This design comes from an exercise in tuning for small area on the open sky130 flow, not from production work. Function was checked by simulation only, so behaviour that the tests miss may differ from the original. The flow treats the clock pin as an ideal source, which a real chip does not have. Power is estimated from default activity; no workload was simulated.

==> flow/design.v <==
module cb5_nsel (
    input en,
    input en_n,
    input a,
    input q,
    output y
);
    assign y = ~((q | en) & (a | en_n));
endmodule
module cb5_nsel8 (
    input en,
    input en_n,
    input [7:0] a,
    input [7:0] q,
    output [7:0] y
);
    genvar b;
    generate
        for (b = 0; b < 8; b = b + 1) begin : g_bit
            cb5_nsel u (.en(en), .en_n(en_n), .a(a[b]), .q(q[b]), .y(y[b]));
        end
    endgenerate
endmodule
module cb5_sel (
    input en,
    input en_n,
    input a,
    input q,
    output y
);
    assign y = (a & en) | (q & en_n);
endmodule
module cb5_sel8 (
    input en,
    input en_n,
    input [7:0] a,
    input [7:0] q,
    output [7:0] y
);
    genvar b;
    generate
        for (b = 0; b < 8; b = b + 1) begin : g_bit
            cb5_sel u (.en(en), .en_n(en_n), .a(a[b]), .q(q[b]), .y(y[b]));
        end
    endgenerate
endmodule
module conv_buffer_5x5 (
    input clk,
    input reset,
    input [7:0] pixel_in,
    input valid_in,
    output [199:0] window,
    output reg window_valid
);
localparam N = 4 * 32 + 5;
reg [8*N-1:0] s;        
wire [8*N-1:0] s_nx;
reg flip;
reg [9:0] pos;          
wire en = valid_in;
wire en_n = ~valid_in;
always @(posedge clk) begin
    if (reset)
        flip <= 1'b0;
    else
        flip <= flip ^ en_n;
end
always @(posedge clk)
    s <= s_nx;
genvar g;
generate
    for (g = 0; g < N; g = g + 1) begin : g_st
        if (g == 0) begin : g_in
            cb5_sel8 u (.en(en), .en_n(en_n), .a(pixel_in), .q(s[7:0]), .y(s_nx[7:0]));
        end else if ((g % 32) < 5 && (g % 32) != 0) begin : g_tap
            cb5_sel8 u (.en(en), .en_n(en_n), .a(s[8*g-8 +: 8]), .q(s[8*g +: 8]),
                       .y(s_nx[8*g +: 8]));
        end else if ((g % 32) == 0) begin : g_exit
            cb5_sel8 u (.en(en), .en_n(en_n), .a(s[8*g-8 +: 8] ^ {8{~flip}}),
                       .q(s[8*g +: 8]), .y(s_nx[8*g +: 8]));
        end else if ((g % 32) == 5) begin : g_enter
            cb5_nsel8 u (.en(en), .en_n(en_n), .a(s[8*g-8 +: 8] ^ {8{flip}}),
                        .q(s[8*g +: 8]), .y(s_nx[8*g +: 8]));
        end else begin : g_seg
            cb5_nsel8 u (.en(en), .en_n(en_n), .a(s[8*g-8 +: 8]), .q(s[8*g +: 8]),
                        .y(s_nx[8*g +: 8]));
        end
    end
endgenerate
always @(posedge clk) begin
    if (reset) begin
        pos <= 10'd0;
        window_valid <= 1'b0;
    end else if (valid_in) begin
        pos <= pos + 10'd1;
        window_valid <= (pos[9:7] != 3'd0) && (pos[4:2] != 3'd0);
    end
end
genvar k, j;
generate
    for (k = 0; k < 5; k = k + 1) begin : g_row
        for (j = 0; j < 5; j = j + 1) begin : g_col
            assign window[199 - 8*(5*k + j) -: 8] = s[8*(32*(4-k) + (4-j)) +: 8];
        end
    end
endgenerate
endmodule
==> flow/flow/run.sh <==
#!/bin/bash
# Standard layout, with buf_1 port buffers and a clock tree of small buffers
# without dummy loads. make's full output goes to flow.log.
set -euo pipefail
export BUFFER_PORTS_ARGS="-buffer_cell sky130_fd_sc_hd__buf_1"
export CTS_ARGS="-sink_clustering_enable -repair_clock_nets -dont_use_dummy_load -buf_list {sky130_fd_sc_hd__clkbuf_4} -sink_clustering_size 11 -sink_clustering_max_diameter 90"
bash standard.sh > flow.log 2>&1
==> flow/standard.sh <==
#!/bin/bash
# synth_recipe.tcl (not shown) runs the flow's synth.tcl, then flattens the netlist and writes it again
# the make line also repeats each setting of config.mk as NAME=value (left out here)
make -C /OpenROAD-flow-scripts/flow DESIGN_CONFIG=/design/flow/config.mk WORK_HOME=/design/flow/orfs CLKGATE_MAP_FILE= SYNTH_SCRIPT=/design/flow/synth_recipe.tcl "${@:-finish}"
==> flow/config.mk <==
export PLATFORM = sky130hd
export DESIGN_NAME = conv_buffer_5x5
export DESIGN_NICKNAME = conv_buffer_5x5
export VERILOG_FILES = /design/flow/design.v
export SDC_FILE = /design/flow/constraint.sdc
export NUM_CORES = 4
export LEC_CHECK = 0
export CAP_MARGIN = 20
export CORE_MARGIN = 2
export CORE_UTILIZATION = 40
export SLEW_MARGIN = 20
export SYNTH_HIERARCHICAL = 1
export SYNTH_MINIMUM_KEEP_SIZE = 0
==> flow/constraint.sdc <==
create_clock -name core_clock -period 6.0 [get_ports {clk}]
set_input_delay 1.2000 -clock core_clock [delete_from_list [all_inputs] [get_ports {clk}]]
set_output_delay 1.2000 -clock core_clock [all_outputs]
set_load 0.01 [all_outputs]
==> flow_summary.toml, run 1 <==
[global_route]
grt.total_usage = 0.126
grt_pass1_vias = 18500
grt_pass1_wl_mm = 86.6
grt_antenna_before_repair = 2
gr-total-overflow = 0
grt_max_degree = 239

[flow_run]
drv_cap = 0

[yosys]
synthesis.nets = 2469
ys.flop_type = "dfxtp_1"
postSynthCellCount = 2457
synth_cell_types = 23
synth_edf_count = 0
ys_async_sr_fraction = 0
synth.avg_cell_area_sq_um = 12.7
ys_ff_latch = 1076
syn-cell-area_sq_um = 31100
yosysWarnings = 7
ys_seq_area_frac = 0.693

[worst_setup_path]
cp_num_buf_inv = 3
crit_chain = "clkbuf_4 > clkinvlp_4 > buf_12 > a22o_1"
crit_type = "primary input to flop"
timing.rr.start = "flip"
worst_path_dominant_cell_family = "buffers and inverters"
slowest_stage = "clkinvlp_4"
crit_path_max_incr_delay_ns = 0.98
startpoint = "valid_in"
end_kind = "flop"
critPathLaunchType = "primary input"
cp.required_ns = 6.67
cp.arrival_ns = 3.70
worstPathMaxFanout = 132

[cells_and_area]
drive_above_1_share = 0.0537
instances_no_fill = 3634
syn2layout_area_growth_pct = 5.36
nets = 2604
stdcell_area_sq_um = 32800
final_common_cell = "dfxtp_1"
final_cell_mix = "dfxtp_1 (1075), o22ai_1 (864), buf_1 (210), a22o_1 (200), clkbuf_4 (109)"

[drt]
vias_per_cell = 5.33
vias = 19400
totalWireLength_mm = 51.6
drt_pass1_iterations = 4
drt_iter0_drc = 923
drc = 0
wl_per_cell_um = 14.2
ant_nets = 0

[die]
rows = 102
start_util = 0.403
io_pins = 212
die_area_sq_um = 80000
core_sq_um = 77200
die_h_um = 283
die_w_um = 283

[clock_network]
ctsHoldBuffers = 0
cts_root_buf = "clkbuf_4"
post_cts_buffers = 0
htreeDepth = 3
clock_sinks = 1076
clock_latency_ns = 0.90
path_clk_slew_ns = 0.11
cts_tree = "yes"
post_cts_resized = 0
numCtsBuffers = 108
cts.path.max_buffers = 3

[place]
portBuffers = 211
dp_cells = 3522
dpl_cell_area_sq_um = 31900
dpl.hpwl_mm = 28.5
gp_congestion = 0.686

[timing]
relSlewSlack = 0.199
tightest_slew_ns = 1.20
period_minus_slack_ns = 3.04
rsz0062_at_grt = "no"
max_freq_mhz = 329
final-hold-violation-count = 0
finalSetupViolations = 0
tns_ns = 0
maxSlewViolCount = 0
fin_skew_ns = 0.0846
period_share = 0.506

[outcome]
status = "timing/DRC/antenna clean"

[power]
power_density_nw_per_um2 = 409
ir_worst_vdd_v = 0.000190
fin_total_pwr_mw = 13.4
power.leakage_nw = 12.2

[worst_hold_path]
hold_class = "flop to flop"
min_from = "s[89]"
[Yosys stat by module, one instance, submodules excluded, a selection]
module | cells inside | area (sq um) | flops+latches | times used
cb5_nsel | 1 | 6.26 | 0 | 864
cb5_sel | 1 | 8.76 | 0 | 200
conv_buffer_5x5 | 1393 | 23900 | 1076 | 1
[path summary, 6_finish.rpt]
path,cells past startpoint,to,slack [ns]
hold / removal,1,s[97],0.38
hold reg to reg,1,s[97],0.38
setup / recovery,4,s[2],2.96
setup reg to reg,3,s[263],3.92
[Yosys cell counts (3+ instances only)]
cell	instances	share of area
dfxtp_1	1076	0.69
o22ai_1	864	0.17
buf_4	201	0.049
a22o_1	200	0.056
xor2_1	36	0.010
xnor2_1	33	0.0093
buf_2	7	0.0011
a21oi_1	6	0.00097
nor2_1	6	0.00072
nand2_1	4	0.00048
nand4_1	4	0.00080
o21ai_0	3	0.00048
or3_2	3	0.00072
[cell families (layout without fill, tap and decap cells)]
kind of cell / Yosys count / after routing / share of synthesized area
buf+inv: 211 / 344 / 0.0500
fa+ha+maj: 1 / 1 / 0.000402
compound gates: 1076 / 1076 / 0.232
simple gates: 23 / 23 / 0.00443
flops: 1076 / 1076 / 0.693
other cells: 0 / 4 / 0
mux: 1 / 1 / 0.000322
xor+xnor: 69 / 69 / 0.0194
[sequential cells by signal, indices dropped and copies added (netlist names)]
register,flops
pos,10
window_valid,1
flip,1
s,1064
[worst register-to-register path, cell delays in order, from the launching register on]
cell and delay [ns]:
dfxtp_4 0.54, buf_4 0.88, xnor2_1 0.22, a22o_1 0.27
[power breakdown]
| group | switching (mW) | internal [mW] | total, mW |
|---|---|---|---|
| sequential | 0.711 | 8.34 | 9.05 |
| combinational | 0.715 | 0.759 | 1.47 |
| clock | 2.04 | 0.826 | 2.86 |
[metrics by stage]
stage	hold WS (ns)	utilization	worst slack (ns)
floorplan	0.412	-	-6.18
global placement	0.417	0.414	2.26
detailed placement	0.425	0.414	2.14
CTS	0.377	0.424	2.93
global route	0.386	0.424	2.93
finish	0.383	0.424	2.96
[routing by layer]
| layer | GRT usage | wire, um | vias to the layer above |
|---|---|---|---|
| li1 | - | - | 9811 |
| met1 | 0.164 | 25200 | 9171 |
| met2 | 0.204 | 22900 | 292 |
| met3 | 0.0301 | 2220 | 101 |
| met4 | 0.0422 | 1260 | 0 |
| met5 | 0 | 0 | - |
[final cells by class]
class | instances | area [sq um]
Antenna cell | 4 | 10.0
Clock buffer | 108 | 811
Fill cell | 7209 | 44500
Inverter | 1 | 7.51
Multi-Input combinational cell | 1170 | 7990
Sequential cell | 1076 | 21500
Tap cell | 1040 | 1300
Timing Repair Buffer | 235 | 1090
==> run 2: changes to the inputs <==
==> flow/flow/run.sh (replaced) <==
#!/bin/bash
# Standard layout, with buf_1 port buffers and a clock tree of small buffers
# without dummy loads. make's full output goes to flow.log.
set -euo pipefail
export BUFFER_PORTS_ARGS="-buffer_cell sky130_fd_sc_hd__buf_1"
export CTS_ARGS="-sink_clustering_enable -repair_clock_nets -dont_use_dummy_load -buf_list {sky130_fd_sc_hd__clkbuf_4} -sink_clustering_size 10 -sink_clustering_max_diameter 30"
bash standard.sh > flow.log 2>&1
==> run 2 against run 1 <==
- still clean
- via count rose by 2.0%
- clock power grew 23%
- sequential cell count unchanged
- register-to-register slack got worse by 0.03 ns
- worst hold slack worse by 0.051 ns
- critical path type unchanged
- highest routed layer unchanged
==> flow_summary.toml, run 2 <==
[cells_and_area]
fin_util = 0.431
regMostFlops = "s"
final_cell_mix = "dfxtp_1 (1075), o22ai_1 (864), buf_1 (210), a22o_1 (200), clkbuf_4 (180)"
final_common_cell = "dfxtp_1"
drive_above_1_share = 0.0789
syn2layout_area_growth_pct = 7.08
largest_reg_flops = 1064
nets = 2675
reg_top3 = "s (1064), pos (10)"
nFillCells = 7201
stdcell_area_sq_um = 33300

[timing]
fin_ws_ns = 3.01
maxSlewViolCount = 0
tightest_slew_ns = 1.15
tns_ns = 0
rsz0062_at_grt = "no"
max_freq_mhz = 335
finalSetupViolations = 0
fin_skew_ns = 0.119
period_minus_slack_ns = 2.99
period_share = 0.498
final-hold-violation-count = 0
whs_ns = 0.332
relSlewSlack = 0.233

[global_route]
grt_antenna_before_repair = 1
grt_max_degree = 239
gr-usage-met2 = 0.203
grt_pass1_wl_mm = 87.5
busiest_layer = "met2"
grt.total_usage = 0.128
gr-total-overflow = 0
grtUsageMet3 = 0.0375
met1_usage = 0.160
grt_pass1_vias = 19100

[place]
dpl_cell_area_sq_um = 31900
place_ws_ns = 2.14
portBuffers = 211
dpl.hpwl_mm = 28.5
gp_congestion = 0.686

[die]
die_area_sq_um = 80000
core_sq_um = 77200
io_pins = 212
die_w_um = 283
start_util = 0.403
die_h_um = 283
rows = 102

[yosys]
syn-cell-area_sq_um = 31100
ys_ff_latch = 1076
ys_seq_area_frac = 0.693
synth_cell_types = 23
synth_area_leaders = "dfxtp_1 (69%), o22ai_1 (17%), a22o_1 (5.6%), buf_4 (4.9%), xor2_1 (1.0%)"
synthesis.nets = 2469
postSynthCellCount = 2457
synth_top_cell_area_share = 0.693
synth_commonest_cells = "dfxtp_1 (1076), o22ai_1 (864), buf_4 (201)"
yosysMostFrequentCell = "dfxtp_1"
ys_async_sr_fraction = 0
yosysWarnings = 7
yosysTopAreaCell = "dfxtp_1"
ys.flop_type = "dfxtp_1"
synth.avg_cell_area_sq_um = 12.7
synth_edf_count = 0

[drt]
vias_per_cell = 5.33
wl_per_cell_um = 14.1
vias = 19800
drt_pass1_iterations = 4
ant_nets = 0
drt_iter0_drc = 878
drc = 0
totalWireLength_mm = 52.1

[clock_network]
post_cts_buffers = 0
clock_sinks = 1076
cts.path.max_buffers = 3
path_clk_slew_ns = 0.08
cts_root_buf = "clkbuf_4"
post_cts_resized = 0
numCtsBuffers = 179
clock_latency_ns = 0.99
ctsHoldBuffers = 0
cts_tree = "yes"
htreeDepth = 4

[power]
p_comb_frac = 0.105
power.leakage_nw = 12.5
power_density_nw_per_um2 = 422
intPower_mw = 10.5
p_sw_frac = 0.255
ir_worst_vdd_v = 0.000187
p_sw_mw = 3.59
pwr-share-clk = 0.251
pwr-share-seq = 0.645

[worst_setup_path]
cp.required_ns = 6.80
end_kind = "flop"
critPathLaunchType = "primary input"
worstPathMaxFanout = 58
crit_type = "primary input to flop"
cp.arrival_ns = 3.78

[outcome]
status = "timing/DRC/antenna clean"

[worst_hold_path]
hold_class = "flop to flop"

[flow_run]
drv_cap = 0
-- run 2: changes by cell type in the layout (fill, tap and decap cells not counted) --
cell / before / now
clkbuf_4: 109 / 180
-- run 2: final timing paths --
path	endpoint	slack, ns	cells after the start	from
hold reg to reg	s[396]	0.33	1	s[388]
hold / removal	s[396]	0.33	1	s[388]
setup reg to reg	s[260]	3.89	3	flip
setup / recovery	s[433]	3.01	5	valid_in
-- run 2: Yosys stat by module, one instance, submodules excluded, excerpt --
| module | cells inside | flip-flops and latches | cell area (sq um) | copies in the design |
|---|---|---|---|---|
| cb5_nsel | 1 | 0 | 6.26 | 864 |
| cb5_sel | 1 | 0 | 8.76 | 200 |
| conv_buffer_5x5 | 1393 | 1076 | 23900 | 1 |
-- run 2: routing by layer --
metal	up-vias	wire, um
met5	-	0
met4	0	1420
met3	129	2690
met2	355	23100
met1	9293	24900
li1	9981	-
-- run 2: through the flow --
step	power (mW)	instances
global route	14.9	3704
detailed placement	10.7	3522
global placement	10.6	3522
CTS	14.3	3701
floorplan	10.5	2457
finish	14.0	3705
-- run 2: worst max-delay path, stage by stage --
cell        delay, ns
clkbuf_4         0.52
clkinvlp_4       0.99
buf_4            0.60
buf_4            0.24
o22ai_1          0.13
-- run 2: cell type report --
cell class | instances | area (sq um) | area share
sequential | 1076 | 21500 | 0.647
multi-input combinational | 1170 | 7990 | 0.240
clock buffer | 179 | 1340 | 0.0404
tap | 1040 | 1300 | 0.0391
timing repair buffer | 235 | 1090 | 0.0327
antenna | 4 | 10.0 | 0.000301
inverter | 1 | 7.51 | 0.000226
-- run 2: cells by family after synthesis --
logic type / Yosys count / share of synthesized area
adder cells (fa/ha/maj): 1 / 0.000402
AND/OR/NAND/NOR: 23 / 0.00443
flip-flops: 1076 / 0.693
buffers and inverters: 211 / 0.0500
multiplexers: 1 / 0.000322
XOR/XNOR: 69 / 0.0194
AO/OA/AOI/OAI: 1076 / 0.232
-- run 2: power by group through the flow --
stage / clock [mW] / combinational (mW) / sequential, mW
after floorplan: 0 / 1.49 / 9.04
after global placement: 0 / 1.43 / 9.17
after detailed placement: 0 / 1.49 / 9.22
after CTS: 3.75 / 1.49 / 9.07
after global routing: 4.04 / 1.65 / 9.22
final: 3.52 / 1.47 / 9.06
==> run 3: changes to the inputs <==
==> flow/flow/run.sh (replaced) <==
#!/bin/bash
# Standard layout, with buf_1 port buffers and a clock tree of small buffers
# without dummy loads. make's full output goes to flow.log.
set -euo pipefail
export BUFFER_PORTS_ARGS="-buffer_cell sky130_fd_sc_hd__buf_1"
export CTS_ARGS="-sink_clustering_enable -repair_clock_nets -dont_use_dummy_load -buf_list {sky130_fd_sc_hd__clkbuf_4} -sink_clustering_size 12 -sink_clustering_max_diameter 40"
bash standard.sh > flow.log 2>&1
==> run 3 against run 2 <==
- power shrank 3.1%
- global-route usage is 0.066 points lower
- worst hold slack better by 0.013 ns
- die area stayed put
- sequential power is essentially flat
- critical path depth fell by 4
- synthesized cell count is the same
- cell area is 1.1% lower
- first-iteration DRC count rose by 12%
- largest cell class unchanged
- largest power group unchanged
- highest routed layer unchanged
==> flow_summary.toml, run 3 <==
[die]
die_h_um = 283
core_sq_um = 77200
rows = 102
start_util = 0.403
die_w_um = 283
die_area_sq_um = 80000
io_pins = 212

[clock_network]
cts_root_buf = "clkbuf_4"
path_clk_slew_ns = 0.11
post_cts_buffers = 0
cts_tree = "yes"
clock_latency_ns = 0.96
htreeDepth = 4
clock_sinks = 1076
cts.path.max_buffers = 3
post_cts_resized = 0
ctsHoldBuffers = 0
numCtsBuffers = 130

[worst_setup_path]
endpoint = "window[82]"
cp.arrival_ns = 1.75
cp_num_buf_inv = 1
end_kind = "output port"
cp.required_ns = 4.80
crit_type = "flop to output port"
worst-path-stages = 1
worstPathMaxFanout = 4
slowest_stage = "dfxtp_1"
crit_path_max_incr_delay_ns = 0.57
worst_path_dominant_cell_family = "flip-flops"
crit_chain = "buf_1"
r2r_end = "s[262]"
reg2reg_slack_ns = 3.88
startpoint = "s[514]"
r2r_cells = 3
critPathLaunchType = "flop"
timing.rr.start = "flip"

[drt]
drc = 0
drt_pass1_iterations = 4
wl_per_cell_um = 14.2
vias_per_cell = 5.33
ant_nets = 0
vias = 19500
drt_iter0_drc = 984
totalWireLength_mm = 51.9

[yosys]
ys_async_sr_fraction = 0
yosysTopAreaCell = "dfxtp_1"
ys_seq_area_frac = 0.693
postSynthCellCount = 2457
synthesis.nets = 2469
synth_cell_types = 23
ys.flop_type = "dfxtp_1"
synth_top_cell_area_share = 0.693
syn-cell-area_sq_um = 31100
synth_commonest_cells = "dfxtp_1 (1076), o22ai_1 (864), buf_4 (201)"
ys_ff_latch = 1076
synth_edf_count = 0
synth_area_leaders = "dfxtp_1 (69%), o22ai_1 (17%), a22o_1 (5.6%), buf_4 (4.9%), xor2_1 (1.0%)"
synth.avg_cell_area_sq_um = 12.7
yosysMostFrequentCell = "dfxtp_1"
yosysWarnings = 7

[global_route]
grt_antenna_before_repair = 1
grt.total_usage = 0.127
grtUsageMet3 = 0.0384
grt_max_degree = 239
met1_usage = 0.162
gr-total-overflow = 0
grt_pass1_vias = 18700
busiest_layer = "met2"
grt_pass1_wl_mm = 86.8
gr-usage-met2 = 0.203

[place]
gp_congestion = 0.686
place_ws_ns = 2.14
portBuffers = 211
dpl.hpwl_mm = 28.5

[cells_and_area]
drive_above_1_share = 0.0616
fin_util = 0.426
reg_top3 = "s (1064), pos (10)"
nFillCells = 7242
final_cell_mix = "dfxtp_1 (1075), o22ai_1 (864), buf_1 (210), a22o_1 (200), clkbuf_4 (131)"
final_common_cell = "dfxtp_1"
nets = 2626
syn2layout_area_growth_pct = 5.88
largest_reg_flops = 1064
regMostFlops = "s"

[worst_hold_path]
hold_class = "flop to flop"

[timing]
finalSetupViolations = 0
max_freq_mhz = 339
tightest_slew_ns = 1.21
period_minus_slack_ns = 2.95
period_share = 0.491
fin_skew_ns = 0.127
final-hold-violation-count = 0
fin_ws_ns = 3.05
relSlewSlack = 0.197
rsz0062_at_grt = "no"
maxSlewViolCount = 0

[flow_run]
drv_cap = 0

[power]
fin_total_pwr_mw = 13.6
power_density_nw_per_um2 = 413
ir_worst_vdd_v = 0.000186
power.leakage_nw = 12.3

[outcome]
status = "timing/DRC/antenna clean"
run 3: cell counts after synthesis:
Identical to the previous run, type by type.
run 3: per-module statistics from Yosys (local to each module, per instance), a selection:
module	cells inside	cell area, sq um	copies in the design
cb5_sel	1	8.76	200
cb5_nsel	1	6.26	864
conv_buffer_5x5	1393	23900	1
run 3: worst min path at each step:
stage | startpoint | to | slack, ns | cells past startpoint
after global placement | s[938] | s[946] | 0.42 | 1
after global routing | pixel_in[1] | s[1] | 0.33 | 2
after CTS | pixel_in[1] | s[1] | 0.28 | 2
after detailed placement | s[90] | s[98] | 0.43 | 1
final | s[427] | s[435] | 0.35 | 1
after floorplan | s[992] | s[1000] | 0.41 | 1
run 3: cell type report:
class,count,area [sq um],area share
diodes,2,5.00,0.000152
clock buffers,130,976,0.0297
inverters,1,7.51,0.000228
multi-input cells,1170,7990,0.243
flip-flops and latches,1076,21500,0.655
well taps,1040,1300,0.0395
repair buffers,235,1090,0.0331
run 3: where the power goes:
part | leakage [nW] | internal (mW) | total (mW) | switching, mW
clock | 0.598 | 1.00 | 3.08 | 2.08
combinational | 2.62 | 0.759 | 1.48 | 0.716
sequential | 9.06 | 8.34 | 9.05 | 0.711
total | 12.3 | 10.1 | 13.6 | 3.51
run 3: per-layer routing:
layer	routed length, um	up-vias
li1	-	9850
met1	25100	9207
met2	23000	321
met3	2600	95
met4	1160	0
met5	0	-
run 3: cells by family (layout without fill, tap and decap cells):
logic type,after synthesis,count (layout),synth area share
compound gates,1076,1076,0.232
flops,1076,1076,0.693
buf+inv,211,366,0.0500
xor+xnor,69,69,0.0194
simple gates,23,23,0.00443
fa+ha+maj,1,1,0.000402
mux,1,1,0.000322
other cells,0,2,0
run 3: stage by stage:
stage	cells	TNS (ns)	hold WS (ns)	cell area (sq um)
floorplan	2457	-6310.54	0.412	31100
global placement	3522	0	0.417	31900
finish	3654	0	0.346	32900
CTS	3652	0	0.283	32900
global route	3653	0	0.325	32900
detailed placement	3522	0	0.425	31900
==> run 4: changes to the inputs <==
--- a/flow/config.mk
+++ b/flow/config.mk
@@ -5,9 +5,9 @@
 export SDC_FILE = /design/flow/constraint.sdc
 export NUM_CORES = 4
 export LEC_CHECK = 0
-export CAP_MARGIN = 20
+export CAP_MARGIN = 0
 export CORE_MARGIN = 2
 export CORE_UTILIZATION = 40
-export SLEW_MARGIN = 20
+export SLEW_MARGIN = 0
 export SYNTH_HIERARCHICAL = 1
 export SYNTH_MINIMUM_KEEP_SIZE = 0
==> run 4 against run 3 <==
- die area did not move
- power unchanged
- global-route usage unchanged
- final cell count unchanged
- largest power group unchanged
==> flow_summary.toml, run 4 <==
[cells_and_area]
nets = 2626
final_common_cell = "dfxtp_1"
stdcell_area_sq_um = 32900
drive_above_1_share = 0.0616
syn2layout_area_growth_pct = 5.88
final_cell_mix = "dfxtp_1 (1075), o22ai_1 (864), buf_1 (210), a22o_1 (200), clkbuf_4 (131)"
regMostFlops = "s"
largest_reg_flops = 1064
nFillCells = 7242
reg_top3 = "s (1064), pos (10)"

[drt]
drc = 0
drt_pass1_iterations = 4
totalWireLength_mm = 51.9
wl_per_cell_um = 14.2
ant_nets = 0
vias = 19500
vias_per_cell = 5.33
drt_iter0_drc = 984

[worst_setup_path]
end_kind = "output port"
crit_type = "flop to output port"
worstPathMaxFanout = 4
cp_num_buf_inv = 1
crit_path_max_incr_delay_ns = 0.57
cp.required_ns = 4.80
critPathLaunchType = "flop"
slowest_stage = "dfxtp_1"
worst_path_dominant_cell_family = "flip-flops"
crit_chain = "buf_1"
cp.arrival_ns = 1.75

[power]
power.leakage_nw = 12.3
power_density_nw_per_um2 = 413
fin_total_pwr_mw = 13.6
ir_worst_vdd_v = 0.000186

[timing]
fin_skew_ns = 0.127
tightest_slew_ns = 1.21
finalSetupViolations = 0
final-hold-violation-count = 0
fin_ws_ns = 3.05
rsz0062_at_grt = "no"
maxSlewViolCount = 0
tns_ns = 0
period_minus_slack_ns = 2.95
whs_ns = 0.346
relSlewSlack = 0.197
max_freq_mhz = 339
period_share = 0.491

[place]
dpl.hpwl_mm = 28.5
dpl_cell_area_sq_um = 31900
portBuffers = 211
place_ws_ns = 2.14
gp_congestion = 0.686

[yosys]
yosysWarnings = 7
synth_cell_types = 23
ys_async_sr_fraction = 0
synth_area_leaders = "dfxtp_1 (69%), o22ai_1 (17%), a22o_1 (5.6%), buf_4 (4.9%), xor2_1 (1.0%)"
syn-cell-area_sq_um = 31100
synthesis.nets = 2469
synth.avg_cell_area_sq_um = 12.7
postSynthCellCount = 2457
ys.flop_type = "dfxtp_1"
ys_ff_latch = 1076
yosysMostFrequentCell = "dfxtp_1"
synth_commonest_cells = "dfxtp_1 (1076), o22ai_1 (864), buf_4 (201)"
yosysTopAreaCell = "dfxtp_1"
ys_seq_area_frac = 0.693
synth_top_cell_area_share = 0.693
synth_edf_count = 0

[clock_network]
cts_root_buf = "clkbuf_4"
numCtsBuffers = 130
clock_latency_ns = 0.96
cts.path.max_buffers = 3
ctsHoldBuffers = 0
post_cts_buffers = 0
post_cts_resized = 0
path_clk_slew_ns = 0.11
cts_tree = "yes"
clock_sinks = 1076
htreeDepth = 4

[die]
start_util = 0.403
core_sq_um = 77200
die_area_sq_um = 80000
die_w_um = 283
io_pins = 212
die_h_um = 283
rows = 102

[global_route]
grt_max_degree = 239
gr-total-overflow = 0
grt.total_usage = 0.127
grt_antenna_before_repair = 1
grt_pass1_vias = 18700
grt_pass1_wl_mm = 86.8

[worst_hold_path]
hold_class = "flop to flop"

[flow_run]
drv_cap = 0

[outcome]
status = "timing/DRC/antenna clean"
## run 4: cell counts after synthesis
Identical to the previous run, type by type.
## run 4: kinds of logic (layout without fill, tap and decap cells)
kind of cell,Yosys count,in the layout,share of synthesized area
simple gates,23,23,0.00443
xor+xnor,69,69,0.0194
compound gates,1076,1076,0.232
flops,1076,1076,0.693
fa+ha+maj,1,1,0.000402
buf+inv,211,366,0.0500
other cells,0,2,0
mux,1,1,0.000322
## run 4: per-stage QoR
step                instances  utilization
global placement         3522        0.414
finish                   3654        0.426
global route             3653        0.426
detailed placement       3522        0.414
floorplan                2457            -
CTS                      3652        0.426
## run 4: power breakdown
part,total (mW),internal (mW),switching (mW)
logic,1.48,0.759,0.716
registers,9.05,8.34,0.711
clock network,3.08,1.00,2.08
total,13.6,10.1,3.51
## run 4: per-layer routing
metal  wire length (um)  GRT usage  vias to the layer above
met5                  0          0                        -
li1                   -          -                     9850
met1              25100      0.162                     9207
met4               1160     0.0475                        0
met3               2600     0.0384                       95
met2              23000      0.203                      321
## run 4: layout make-up
class / count / area, sq um / area share
sequential: 1076 / 21500 / 0.655
multi-input combinational: 1170 / 7990 / 0.243
tap: 1040 / 1300 / 0.0395
timing repair buffer: 235 / 1090 / 0.0331
clock buffer: 130 / 976 / 0.0297
inverter: 1 / 7.51 / 0.000228
antenna: 2 / 5.00 / 0.000152
## run 4: path summary, 6_finish.rpt
check,start,to,slack (ns),cells after the start
min reg2reg,s[427],s[435],0.35,1
max reg2reg,flip,s[262],3.88,3
max,s[514],window[82],3.05,1
min,s[427],s[435],0.35,1
## run 4: Yosys stat by module, one instance, submodules excluded, a selection
module / cells / flip-flops and latches / times used
conv_buffer_5x5: 1393 / 1076 / 1
cb5_sel: 1 / 0 / 200
cb5_nsel: 1 / 0 / 864
==> run 5: changes to the inputs <==
==> flow/flow/run.sh (replaced) <==
#!/bin/bash
# Standard layout, with buf_1 port buffers and a clock tree of small buffers
# without dummy loads. make's full output goes to flow.log.
set -euo pipefail
export BUFFER_PORTS_ARGS="-buffer_cell sky130_fd_sc_hd__buf_1"
export CTS_ARGS="-sink_clustering_enable -repair_clock_nets -dont_use_dummy_load -buf_list {sky130_fd_sc_hd__clkbuf_4} -sink_clustering_size 11 -sink_clustering_max_diameter 60"
bash standard.sh > flow.log 2>&1
--- a/flow/config.mk
+++ b/flow/config.mk
@@ -5,9 +5,9 @@
 export SDC_FILE = /design/flow/constraint.sdc
 export NUM_CORES = 4
 export LEC_CHECK = 0
-export CAP_MARGIN = 0
+export CAP_MARGIN = 20
 export CORE_MARGIN = 2
 export CORE_UTILIZATION = 40
-export SLEW_MARGIN = 0
+export SLEW_MARGIN = 20
 export SYNTH_HIERARCHICAL = 1
 export SYNTH_MINIMUM_KEEP_SIZE = 0
==> run 5 against run 4 <==
- still clean on timing, DRC and antenna
- cell area down 0.43%
- global-route usage shrank 0.18 points
- first-iteration DRC count is 5.3% lower
- routed wire length shrank 0.91%
- critical endpoint is now s[2]
- largest cell class unchanged
==> flow_summary.toml, run 5 <==
[timing]
period_minus_slack_ns = 3.04
rsz0062_at_grt = "no"
max_freq_mhz = 329
whs_ns = 0.350
period_share = 0.507
final-hold-violation-count = 0
maxSlewViolCount = 0
relSlewSlack = 0.178
fin_skew_ns = 0.0864
tightest_slew_ns = 1.23
finalSetupViolations = 0

[outcome]
status = "timing/DRC/antenna clean"

[yosys]
synthesis.nets = 2469
yosys.area_share.simple = 0.00443
synth_commonest_cells = "dfxtp_1 (1076), o22ai_1 (864), buf_4 (201)"
synth_top_cell_area_share = 0.693
yosysTopAreaCell = "dfxtp_1"
syn-cell-area_sq_um = 31100
synth_adder_area_share = 0.000402
synth_cell_types = 23
synth_xor_area_frac = 0.0194
synth_top_family_by_area = "compound AO/OA/AOI/OAI gates"
ys_ff_latch = 1076
ys_async_sr_fraction = 0
postSynthCellCount = 2457
ys.flop_type = "dfxtp_1"
synth_edf_count = 0
synth.avg_cell_area_sq_um = 12.7
synth-compound-area-share = 0.232
yosysMostFrequentCell = "dfxtp_1"
synthMuxAreaShare = 0.000322
ys_seq_area_frac = 0.693
yosysWarnings = 7
synth_area_leaders = "dfxtp_1 (69%), o22ai_1 (17%), a22o_1 (5.6%), buf_4 (4.9%), xor2_1 (1.0%)"

[global_route]
grt_pass1_vias = 18600
grt_pass1_wl_mm = 86.5
grt_antenna_before_repair = 2
grt.total_usage = 0.125
gr-total-overflow = 0
grt_max_degree = 239

[die]
die_area_sq_um = 80000
die_h_um = 283
start_util = 0.403
core_sq_um = 77200
rows = 102
io_pins = 212
die_w_um = 283

[place]
portBuffers = 211
dpl_cell_area_sq_um = 31900
dpl.hpwl_mm = 28.5
dp_cells = 3522
gp_congestion = 0.686

[drt]
drc = 0
drt_iter0_drc = 932
ant_nets = 0
vias = 19400
vias_per_cell = 5.34
drt_pass1_iterations = 5
totalWireLength_mm = 51.4
wl_per_cell_um = 14.1

[worst_setup_path]
worstPathMaxFanout = 132
cp.required_ns = 6.69
critPathLaunchType = "primary input"
slowest_stage = "clkinvlp_4"
crit_path_max_incr_delay_ns = 0.99
crit_chain = "clkbuf_4 > clkinvlp_4 > buf_12 > a22o_1"
cp.arrival_ns = 3.74
end_kind = "flop"
crit_type = "primary input to flop"
worst_path_dominant_cell_family = "buffers and inverters"
startpoint = "valid_in"
timing.rr.start = "flip"
cp_num_buf_inv = 3

[worst_hold_path]
min_from = "s[91]"
hold_class = "flop to flop"

[clock_network]
post_cts_resized = 0
numCtsBuffers = 111
cts.path.max_buffers = 3
cts_tree = "yes"
cts_root_buf = "clkbuf_4"
ctsHoldBuffers = 0
clock_latency_ns = 0.87
clock_sinks = 1076
path_clk_slew_ns = 0.10
post_cts_buffers = 0
htreeDepth = 3

[flow_run]
drv_cap = 0

[cells_and_area]
reg_top3 = "s (1064), pos (10)"
stdcell_area_sq_um = 32800
drive_above_1_share = 0.0548
final_cell_mix = "dfxtp_1 (1075), o22ai_1 (864), buf_1 (210), a22o_1 (200), clkbuf_4 (112)"
nets = 2607
instances_no_fill = 3635
syn2layout_area_growth_pct = 5.42
final_common_cell = "dfxtp_1"
largest_reg_flops = 1064
regMostFlops = "s"

[power]
pwr-share-seq = 0.675
intPower_mw = 9.95
power_density_nw_per_um2 = 409
power.leakage_nw = 12.2
p_sw_frac = 0.258
ir_worst_vdd_v = 0.000191
p_comb_frac = 0.110
p_sw_mw = 3.46
pwr-share-clk = 0.215
-- run 5: cell counts after synthesis --
No cell type changed its count.
-- run 5: worst reg2reg max path: stages, from the launching register on --
cell     delay [ns]
dfxtp_4        0.54
buf_4          0.89
xnor2_1        0.24
a22o_1         0.27
-- run 5: Yosys stat by module (local to each module, per instance), excerpt --
| module | cells inside | copies in the design | area (sq um) |
|---|---|---|---|
| cb5_nsel | 1 | 864 | 6.26 |
| cb5_sel | 1 | 200 | 8.76 |
| conv_buffer_5x5 | 1393 | 1 | 23900 |
-- run 5: routing by layer --
metal / share of wire / GRT usage
met1: 0.48 / 0.162
met2: 0.45 / 0.204
met3: 0.046 / 0.0290
met4: 0.023 / 0.0472
met5: 0.00025 / 0
-- run 5: power by group through the flow --
stage / logic (mW) / clock network [mW] / registers, mW
final: 1.47 / 2.88 / 9.05
after global routing: 1.65 / 3.35 / 9.22
after CTS: 1.49 / 3.08 / 9.06
after detailed placement: 1.49 / 0 / 9.22
after global placement: 1.43 / 0 / 9.17
after floorplan: 1.49 / 0 / 9.04
-- run 5: cell type report --
| type | count | area, sq um |
|---|---|---|
| fill | 7230 | 44400 |
| clock buffer | 111 | 833 |
| timing repair buffer | 235 | 1090 |
| sequential | 1076 | 21500 |
| multi-input combinational | 1170 | 7990 |
| inverter | 1 | 7.51 |
| antenna | 2 | 5.00 |
| tap | 1040 | 1300 |
-- run 5: final timing paths --
kind / cells after the start / slack [ns] / to
min reg2reg: 1 / 0.35 / s[99]
max: 4 / 2.96 / s[2]
max reg2reg: 3 / 3.94 / s[261]
min: 1 / 0.35 / s[99]
-- run 5: logic make-up after synthesis --
family,count (synthesis)
AND/OR/NAND/NOR,23
XOR/XNOR,69
AO/OA/AOI/OAI,1076
buffers and inverters,211
adder cells (fa/ha/maj),1
multiplexers,1
flip-flops,1076
-- run 5: metrics by stage --
stage | total power, mW | TNS (ns) | util | worst slack (ns)
2_1_floorplan | 10.5 | -6310.54 | - | -6.18
6_report | 13.4 | 0 | 0.424 | 2.96
3_5_place_dp | 10.7 | 0 | 0.414 | 2.14
5_1_grt | 14.2 | 0 | 0.424 | 2.89
4_1_cts | 13.6 | 0 | 0.424 | 2.96
3_3_place_gp | 10.6 | 0 | 0.414 | 2.26
==> run 6: changes to the inputs <==
==> flow/flow/run.sh (replaced) <==
#!/bin/bash
# Standard layout, with buf_1 port buffers and a clock tree of small buffers
# without dummy loads. make's full output goes to flow.log.
set -euo pipefail
export BUFFER_PORTS_ARGS="-buffer_cell sky130_fd_sc_hd__buf_1"
export CTS_ARGS="-sink_clustering_enable -repair_clock_nets -dont_use_dummy_load -buf_list {sky130_fd_sc_hd__clkbuf_4} -sink_clustering_size 12 -sink_clustering_max_diameter 50"
export POST_CTS_TCL="$PWD/flow/post_cts.tcl"
bash standard.sh > flow.log 2>&1
==> flow/flow/post_cts.tcl (new file) <==
estimate_parasitics -placement
set n_up 0
foreach inst [get_cells clkbuf_leaf_*] {
  set worst 0
  set onet [get_nets -of_objects [get_pins [get_full_name $inst]/X]]
  foreach p [get_pins -of_objects $onet -filter "direction==input"] {
    set s [get_property $p slew_max]
    if {$s > $worst} { set worst $s }
  }
  if {$worst > 0.115} {
    replace_cell $inst sky130_fd_sc_hd__clkbuf_8
    incr n_up
  }
}
puts "post_cts.tcl: upsized $n_up leaf clock buffers"
detailed_placement
check_placement -verbose
estimate_parasitics -placement
==> run 6 against run 5 <==
- synthesized cell count unchanged
- first-iteration DRC count up 1.9%
- maximum frequency is 0.18% higher
- utilization grew 0.36 points
- critical path depth is the same
- die area did not move
- register-to-register slack got worse by 0.03 ns
- setup slack gained 0.0056 ns
- largest power group unchanged
- highest routed layer is now met4
==> flow_summary.toml, run 6 <==
[outcome]
status = "timing/DRC/antenna clean"

[yosys]
ys_ff_latch = 1076
synth.avg_cell_area_sq_um = 12.7
synth_cell_types = 23
yosysWarnings = 7
synthesis.nets = 2469
yosysTopAreaCell = "dfxtp_1"
ys_seq_area_frac = 0.693
ys_async_sr_fraction = 0
yosysMostFrequentCell = "dfxtp_1"
syn-cell-area_sq_um = 31100
synth_top_cell_area_share = 0.693
synth_area_leaders = "dfxtp_1 (69%), o22ai_1 (17%), a22o_1 (5.6%), buf_4 (4.9%), xor2_1 (1.0%)"
postSynthCellCount = 2457
synth_commonest_cells = "dfxtp_1 (1076), o22ai_1 (864), buf_4 (201)"
synth_edf_count = 0
ys.flop_type = "dfxtp_1"

[worst_hold_path]
hold_class = "flop to flop"

[drt]
totalWireLength_mm = 51.6
top_layer = "met4"
drt_pass1_iterations = 4
vias = 19400
wl_per_cell_um = 14.2
drc = 0
vias_per_cell = 5.34
wl_met2_mm = 23.0
drt_iter0_drc = 950
wirelength_met1_mm = 25.1
met3_wirelength_mm = 2.17
ant_nets = 0

[die]
io_pins = 212
core_sq_um = 77200
rows = 102
start_util = 0.403
die_w_um = 283
die_h_um = 283
die_area_sq_um = 80000

[global_route]
grt_max_degree = 239
grt_antenna_before_repair = 1
grt.total_usage = 0.126
grt_pass1_wl_mm = 86.9
gr-total-overflow = 0
grt_pass1_vias = 18700

[worst_setup_path]
cp.arrival_ns = 3.71
end_kind = "flop"
crit_path_max_incr_delay_ns = 0.99
crit_type = "primary input to flop"
slowest_stage = "clkinvlp_4"
cp.required_ns = 6.68
worst_path_dominant_cell_family = "buffers and inverters"
critPathLaunchType = "primary input"
worstPathMaxFanout = 132
cp_num_buf_inv = 3
crit_chain = "clkbuf_4 > clkinvlp_4 > buf_12 > a22o_1"

[cells_and_area]
multi_input_area_sq_um = 7990
final_cell_mix = "dfxtp_1 (1075), o22ai_1 (864), buf_1 (210), a22o_1 (200), clkbuf_4 (65)"
regMostFlops = "s"
nets = 2606
syn2layout_area_growth_pct = 6.32
drive_above_1_share = 0.0544
final_common_cell = "dfxtp_1"
largest_reg_flops = 1064
stdcell_area_sq_um = 33100
register_area_sq_um = 21500
nFillCells = 7219
reg_top3 = "s (1064), pos (10)"

[place]
gp_congestion = 0.686
dpl.hpwl_mm = 28.5
portBuffers = 211
dpl_cell_area_sq_um = 31900

[power]
fin_total_pwr_mw = 13.8
power_density_nw_per_um2 = 416
power.leakage_nw = 12.3
ir_worst_vdd_v = 0.000200

[flow_run]
drv_cap = 0

[timing]
period_share = 0.506
rsz0062_at_grt = "no"
max_freq_mhz = 329
tightest_slew_ns = 1.15
finalSetupViolations = 0
relSlewSlack = 0.233
maxSlewViolCount = 0
period_minus_slack_ns = 3.04
final-hold-violation-count = 0
fin_skew_ns = 0.0864

[clock_network]
cts_tree = "yes"
clock_latency_ns = 0.88
path_clk_slew_ns = 0.11
clock_sinks = 1076
run 6: cell counts after synthesis:
Identical to the previous run, type by type.
run 6: logic make-up (layout without fill, tap and decap cells):
logic type               Yosys count  in the layout  synth area share
AO/OA/AOI/OAI                   1076           1076             0.232
flip-flops                      1076           1076             0.693
buffers and inverters            211            346            0.0500
XOR/XNOR                          69             69            0.0194
AND/OR/NAND/NOR                   23             23           0.00443
adder cells (fa/ha/maj)            1              1          0.000402
multiplexers                       1              1          0.000322
other                              0              2                 0
run 6: final cells by class:
cell class | instances | share of cell area
Inverter | 1 | 0.000227
Clock buffer | 110 | 0.0337
Tap cell | 1040 | 0.0394
Antenna cell | 2 | 0.000151
Timing Repair Buffer | 235 | 0.0329
Multi-Input combinational cell | 1170 | 0.242
Sequential cell | 1076 | 0.652
run 6: modules after synthesis (local to each module, per instance), a selection:
| module | flip-flops and latches | copies in the design |
|---|---|---|
| cb5_sel | 0 | 200 |
| cb5_nsel | 0 | 864 |
| conv_buffer_5x5 | 1076 | 1 |
run 6: layer usage:
metal	track usage	vias up
met2	0.208	295
met1	0.161	9208
met4	0.0464	0
met5	0	-
met3	0.0273	98
li1	-	9792
run 6: worst paths after layout:
check / from / endpoint / cells past startpoint / slack, ns
worst max register to register: flip / s[263] / 3 / 3.91
worst max-delay path: valid_in / s[2] / 4 / 2.96
worst min register to register: s[361] / s[369] / 1 / 0.36
worst min-delay path: s[361] / s[369] / 1 / 0.36
run 6: through the flow:
step                setup TNS [ns]   util  hold slack (ns)  worst slack, ns  cells
global route                     0  0.428            0.352             2.89   3633
global placement                 0  0.414            0.417             2.26   3522
finish                           0  0.428            0.360             2.96   3634
floorplan                 -6310.54      -            0.412            -6.18   2457
detailed placement               0  0.414            0.425             2.14   3522
run 6: report_power, final:
part	internal, mW	switching (mW)	leakage, nW
logic	0.759	0.716	2.62
clock network	1.16	2.07	0.625
registers	8.34	0.712	9.06
total	10.3	3.50	12.3
==> run 7: changes to the inputs <==
--- a/flow/flow/post_cts.tcl
+++ b/flow/flow/post_cts.tcl
@@ -7,7 +7,7 @@
     set s [get_property $p slew_max]
     if {$s > $worst} { set worst $s }
   }
-  if {$worst > 0.115} {
+  if {$worst > 0.124} {
     replace_cell $inst sky130_fd_sc_hd__clkbuf_8
     incr n_up
   }
==> run 7 against run 6 <==
- still clean on timing, DRC and antenna
- sequential share of layout area up 0.48 points
- routed wire length down 0.11%
- setup slack worse by 0.032 ns
- combinational power about the same
- first-iteration DRC count down 2.1%
- utilization down 0.32 points
- worst hold slack about the same
- maximum frequency down 1.1%
- sequential power about the same
- via count up 0.20%
- register-to-register slack about the same
- global-route usage about the same
- critical endpoint unchanged
==> flow_summary.toml, run 7 <==
[power]
power.leakage_nw = 12.2
p_comb_frac = 0.110
intPower_mw = 9.99
p_sw_mw = 3.46
ir_worst_vdd_v = 0.000198
pwr-share-seq = 0.673
power_density_nw_per_um2 = 410
pwr-share-clk = 0.217
p_sw_frac = 0.257
fin_total_pwr_mw = 13.5

[timing]
relSlewSlack = 0.220
tns_ns = 0
tightest_slew_ns = 1.17
period_minus_slack_ns = 3.07
max_freq_mhz = 326
finalSetupViolations = 0
final-hold-violation-count = 0
rsz0062_at_grt = "no"
period_share = 0.511
whs_ns = 0.360
maxSlewViolCount = 0
fin_skew_ns = 0.102

[worst_setup_path]
cp.required_ns = 6.65
critPathLaunchType = "primary input"
timing.rr.start = "flip"
crit_type = "primary input to flop"
slowest_stage = "clkinvlp_4"
r2r_end = "s[263]"
end_kind = "flop"
crit_chain = "clkbuf_4 > clkinvlp_4 > buf_12 > a22o_1"
r2r_cells = 3
cp.arrival_ns = 3.72
reg2reg_slack_ns = 3.92
crit_path_max_incr_delay_ns = 0.99
worstPathMaxFanout = 132

[worst_hold_path]
hold_end = "s[312]"
hold_class = "flop to flop"
min_from = "s[304]"
worstHoldPathCells = 1

[yosys]
yosysTopAreaCell = "dfxtp_1"
synth_top_family_by_area = "compound AO/OA/AOI/OAI gates"
ys_async_sr_fraction = 0
yosysMostFrequentCell = "dfxtp_1"
synth_top_cell_area_share = 0.693
synth_commonest_cells = "dfxtp_1 (1076), o22ai_1 (864), buf_4 (201)"
synth_cell_types = 23
synth_xor_area_frac = 0.0194
synth_edf_count = 0
synth.avg_cell_area_sq_um = 12.7
synth_adder_area_share = 0.000402
ys_ff_latch = 1076
synthesis.nets = 2469
yosysWarnings = 7
ys_seq_area_frac = 0.693
syn-cell-area_sq_um = 31100
synth-compound-area-share = 0.232
yosys.area_share.simple = 0.00443
postSynthCellCount = 2457
ys.flop_type = "dfxtp_1"
synth_area_leaders = "dfxtp_1 (69%), o22ai_1 (17%), a22o_1 (5.6%), buf_4 (4.9%), xor2_1 (1.0%)"
synthMuxAreaShare = 0.000322

[cells_and_area]
final_common_cell = "dfxtp_1"
stdcell_area_sq_um = 32800
drive_above_1_share = 0.0544
fin_util = 0.425
reg_top3 = "s (1064), pos (10)"
nFillCells = 7238
nets = 2606
syn2layout_area_growth_pct = 5.53
final_cell_mix = "dfxtp_1 (1075), o22ai_1 (864), buf_1 (210), a22o_1 (200), clkbuf_4 (104)"
regMostFlops = "s"
largest_reg_flops = 1064

[outcome]
status = "timing/DRC/antenna clean"

[global_route]
grt_pass1_vias = 18700
gr-total-overflow = 0
gr-usage-met2 = 0.207
grtUsageMet3 = 0.0274
grt.total_usage = 0.125
busiest_layer = "met2"
grt_pass1_wl_mm = 86.7
grt_max_degree = 239
grt_antenna_before_repair = 1
met1_usage = 0.161

[drt]
vias = 19400
drt_iter0_drc = 930
drt_pass1_iterations = 4
wl_per_cell_um = 14.2
totalWireLength_mm = 51.5
vias_per_cell = 5.35
drc = 0
ant_nets = 0

[die]
rows = 102
start_util = 0.403
io_pins = 212
die_w_um = 283
core_sq_um = 77200
die_area_sq_um = 80000
die_h_um = 283

[clock_network]
path_clk_slew_ns = 0.10
cts_tree = "yes"
clock_sinks = 1076
clock_latency_ns = 0.88

[place]
gp_congestion = 0.686
portBuffers = 211
dpl_cell_area_sq_um = 31900
dpl.hpwl_mm = 28.5

[flow_run]
drv_cap = 0
run 7: logic make-up after synthesis:
| family | count (synthesis) |
|---|---|
| buf+inv | 211 |
| flops | 1076 |
| xor+xnor | 69 |
| simple gates | 23 |
| mux | 1 |
| compound gates | 1076 |
| fa+ha+maj | 1 |
run 7: metrics by stage:
step,setup slack [ns],std cells
floorplan,-6.18,2457
global placement,2.26,3522
detailed placement,2.14,3522
global route,2.90,3633
finish,2.93,3634
run 7: area by class of cell:
class                           instances  area [sq um]  share of cell area
Tap cell                             1040          1300              0.0397
Sequential cell                      1076         21500               0.657
Inverter                                1          7.51            0.000229
Clock buffer                          110           870              0.0265
Multi-Input combinational cell       1170          7990               0.244
Timing Repair Buffer                  235          1090              0.0332
Antenna cell                            2          5.00            0.000153
run 7: worst max path at each step:
stage,startpoint,end
final,valid_in,s[2]
after global routing,valid_in,s[362]
after detailed placement,valid_in,s[370]
after global placement,valid_in,s[354]
after floorplan,valid_in,s[0]
run 7: power by group through the flow:
stage,clock [mW],sequential (mW),combinational (mW)
2_1_floorplan,0,9.04,1.49
5_1_grt,3.38,9.22,1.65
6_report,2.92,9.05,1.48
3_3_place_gp,0,9.17,1.43
3_5_place_dp,0,9.22,1.49
run 7: worst max-delay path: cells and delay by family:
kind	cells	cell delay [ns]
AO/OA/AOI/OAI	1	0.27
buffers and inverters	3	2.05
run 7: routing by layer:
metal / share of wire / vias up
met2: 0.44 / 291
met1: 0.49 / 9238
met4: 0.025 / 0
li1: - / 9801
met3: 0.041 / 102
met5: 0 / -
run 7: modules after synthesis, one instance, submodules excluded, a selection:
module           copies in the design  cells  flops+latches  cell area, sq um
cb5_sel                           200      1              0              8.76
conv_buffer_5x5                     1   1393           1076             23900
cb5_nsel                          864      1              0              6.26
==> run 8: changes to the inputs <==
==> flow/flow/run.sh (replaced) <==
#!/bin/bash
# Standard layout, with buf_1 port buffers and a clock tree of small buffers
# without dummy loads. make's full output goes to flow.log.
set -euo pipefail
export BUFFER_PORTS_ARGS="-buffer_cell sky130_fd_sc_hd__buf_1"
export CTS_ARGS="-sink_clustering_enable -repair_clock_nets -dont_use_dummy_load -buf_list {sky130_fd_sc_hd__clkbuf_4} -sink_clustering_size 16 -sink_clustering_max_diameter 60"
export POST_CTS_TCL="$PWD/flow/post_cts.tcl"
bash standard.sh > flow.log 2>&1
--- a/flow/flow/post_cts.tcl
+++ b/flow/flow/post_cts.tcl
@@ -7,7 +7,7 @@
     set s [get_property $p slew_max]
     if {$s > $worst} { set worst $s }
   }
-  if {$worst > 0.124} {
+  if {$worst > 0.115} {
     replace_cell $inst sky130_fd_sc_hd__clkbuf_8
     incr n_up
   }
==> run 8 against run 7 <==
- maximum frequency fell by 0.20%
- register-to-register slack got worse by 0.06 ns
- synthesized area did not move
- setup slack got worse by 0.0062 ns
- clock skew rose by 0.017 ns
- synthesized cell count did not move
- routed wire length fell by 0.80%
- final cell count fell by 0.72%
- largest cell class unchanged
- first-iteration DRC count rose by 4.8%
==> flow_summary.toml, run 8 <==
[worst_setup_path]
worstPathMaxFanout = 58
cp.required_ns = 6.71
critPathLaunchType = "primary input"
startpoint = "valid_in"
endpoint = "s[370]"
end_kind = "flop"
timing.rr.start = "flip"
cp.arrival_ns = 3.79
reg2reg_slack_ns = 3.86
crit_type = "primary input to flop"
r2r_end = "s[261]"
r2r_cells = 3

[yosys]
synth.avg_cell_area_sq_um = 12.7
postSynthCellCount = 2457
yosysMostFrequentCell = "dfxtp_1"
ys_seq_area_frac = 0.693
ys_async_sr_fraction = 0
ys.flop_type = "dfxtp_1"
ys_ff_latch = 1076
synth_area_leaders = "dfxtp_1 (69%), o22ai_1 (17%), a22o_1 (5.6%), buf_4 (4.9%), xor2_1 (1.0%)"
syn-cell-area_sq_um = 31100
synth_commonest_cells = "dfxtp_1 (1076), o22ai_1 (864), buf_4 (201)"
yosysWarnings = 7
yosysTopAreaCell = "dfxtp_1"
synth_edf_count = 0
synth_cell_types = 23
synthesis.nets = 2469
synth_top_cell_area_share = 0.693

[cells_and_area]
final_cell_mix = "dfxtp_1 (1075), o22ai_1 (864), buf_1 (210), a22o_1 (200), clkbuf_8 (66)"
final_common_cell = "dfxtp_1"
multi_input_area_sq_um = 7990
register_area_sq_um = 21500
nFillCells = 7194
regMostFlops = "s"
largest_reg_flops = 1064
syn2layout_area_growth_pct = 6.08
reg_top3 = "s (1064), pos (10)"
nets = 2579
drive_above_1_share = 0.0444

[drt]
ant_nets = 0
drc = 0
drt_iter0_drc = 975
drt_pass1_iterations = 5
vias = 19200
wl_per_cell_um = 14.2
vias_per_cell = 5.32
totalWireLength_mm = 51.1

[clock_network]
clock_sinks = 1076
clock_latency_ns = 0.86
cts_tree = "yes"
path_clk_slew_ns = 0.10

[global_route]
grt_max_degree = 239
grt.total_usage = 0.124
grt_pass1_wl_mm = 85.8
gr-total-overflow = 0
grt_antenna_before_repair = 1
grt_pass1_vias = 18400

[power]
power_density_nw_per_um2 = 414
ir_worst_vdd_v = 0.000220
fin_total_pwr_mw = 13.7
power.leakage_nw = 12.2

[timing]
fin_ws_ns = 2.93
relSlewSlack = 0.232
whs_ns = 0.327
rsz0062_at_grt = "no"
maxSlewViolCount = 0
period_share = 0.512
fin_skew_ns = 0.118
finalSetupViolations = 0
max_freq_mhz = 325
tightest_slew_ns = 1.15
tns_ns = 0
final-hold-violation-count = 0
period_minus_slack_ns = 3.07

[die]
die_h_um = 283
rows = 102
die_w_um = 283
start_util = 0.403
die_area_sq_um = 80000
core_sq_um = 77200
io_pins = 212

[place]
dpl.hpwl_mm = 28.5
gp_congestion = 0.686
place_ws_ns = 2.14
portBuffers = 211

[outcome]
status = "timing/DRC/antenna clean"

[worst_hold_path]
min_from = "s[451]"
hold_class = "flop to flop"

[flow_run]
drv_cap = 0
-- run 8: cell counts after synthesis --
No cell type changed its count.
-- run 8: routing by layer --
| metal | GRT usage | up-vias | share of wire |
|---|---|---|---|
| met5 | 0 | - | 0 |
| met4 | 0.0406 | 0 | 0.019 |
| met3 | 0.0268 | 70 | 0.044 |
| met2 | 0.206 | 291 | 0.45 |
| met1 | 0.161 | 9118 | 0.49 |
| li1 | - | 9730 | - |
-- run 8: per-module statistics from Yosys (local to each module, per instance), a selection --
module,cell area (sq um),times used,flops+latches,cells
cb5_sel,8.76,200,0,1
cb5_nsel,6.26,864,0,1
conv_buffer_5x5,23900,1,1076,1393
-- run 8: cell type report --
type,count,area share
antenna,3,0.000228
clock buffer,83,0.0314
inverter,1,0.000228
multi-input combinational,1170,0.242
sequential,1076,0.653
tap,1040,0.0395
timing repair buffer,235,0.0330
-- run 8: metrics by stage --
stage | instances | area, sq um | util
floorplan | 2457 | 31100 | -
global placement | 3522 | 31900 | 0.414
detailed placement | 3522 | 31900 | 0.414
global route | 3607 | 33000 | 0.427
finish | 3608 | 33000 | 0.427
-- run 8: worst max-delay path, cell delays in order --
cell and delay (ns):
clkbuf_4 0.52, clkinvlp_4 0.98, buf_4 0.60, buf_4 0.24, o22ai_1 0.14
-- run 8: cells by family (layout without fill, tap and decap cells) --
family / count (synthesis) / in the layout / share of synthesized area
other cells: 0 / 3 / 0
compound gates: 1076 / 1076 / 0.232
xor+xnor: 69 / 69 / 0.0194
buf+inv: 211 / 319 / 0.0500
flops: 1076 / 1076 / 0.693
fa+ha+maj: 1 / 1 / 0.000402
mux: 1 / 1 / 0.000322
simple gates: 23 / 23 / 0.00443
-- run 8: power breakdown --
group	switching (mW)	internal (mW)	total, mW
logic	0.716	0.759	1.48
clock network	2.02	1.10	3.13
registers	0.712	8.34	9.05
-- run 8: worst min path at each step --
stage	to	slack, ns	cells past startpoint
final	s[459]	0.33	1
after global routing	s[459]	0.32	1
after detailed placement	s[98]	0.43	1
after global placement	s[946]	0.42	1
after floorplan	s[1000]	0.41	1

re-timing with driven ports:
No port has a modelled driver above. Below, the same layouts with a new extraction and two added sets of constraints.
Step 1 assumes that a clkbuf_16 drives the clock port and a buf_2 every other input.
Step 2 moves the port delays by t, midway between the first and last clock arrival at a register: inputs arrive t later, outputs are due t later. That takes back most of the time a late clock gives input paths.
a / b / c = ideal ports / drivers / drivers and shift; a / b = the first two.
| run | t (ns) | setup WS [ns] | hold WS [ns] | worst setup path after step 2 | worst register clock-pin slew, ns |
|---|---|---|---|---|---|
| run 1 | 0.900 | 2.965 / 2.981 / 2.081 | 0.383 / 0.383 / 0.383 | input to register | 0.12 / 0.12 |
| run 2 | 0.978 | 3.014 / 3.020 / 2.057 | 0.332 / 0.332 / 0.332 | input to register | 0.10 / 0.10 |
| run 3 | 0.946 | 3.053 / 3.002 / 2.126 | 0.346 / 0.346 / 0.346 | input to register | 0.12 / 0.12 |
| run 4 | 0.946 | 3.053 / 3.002 / 2.126 | 0.346 / 0.346 / 0.346 | input to register | 0.12 / 0.12 |
| run 5 | 0.900 | 2.958 / 2.976 / 2.076 | 0.350 / 0.350 / 0.350 | input to register | 0.12 / 0.12 |
| run 6 | 0.911 | 2.964 / 2.979 / 2.068 | 0.360 / 0.360 / 0.360 | input to register | 0.12 / 0.12 |
| run 7 | 0.884 | 2.931 / 2.947 / 2.063 | 0.360 / 0.360 / 0.360 | input to register | 0.12 / 0.12 |
| run 8 | 0.867 | 2.925 / 2.942 / 2.076 | 0.327 / 0.327 / 0.327 | input to register | 0.11 / 0.11 |
After both steps setup and hold are still met in every run listed. For run 2, which loses most, drivers alone change the setup slack by +0.006 ns; drivers and shift together by -0.957 ns.
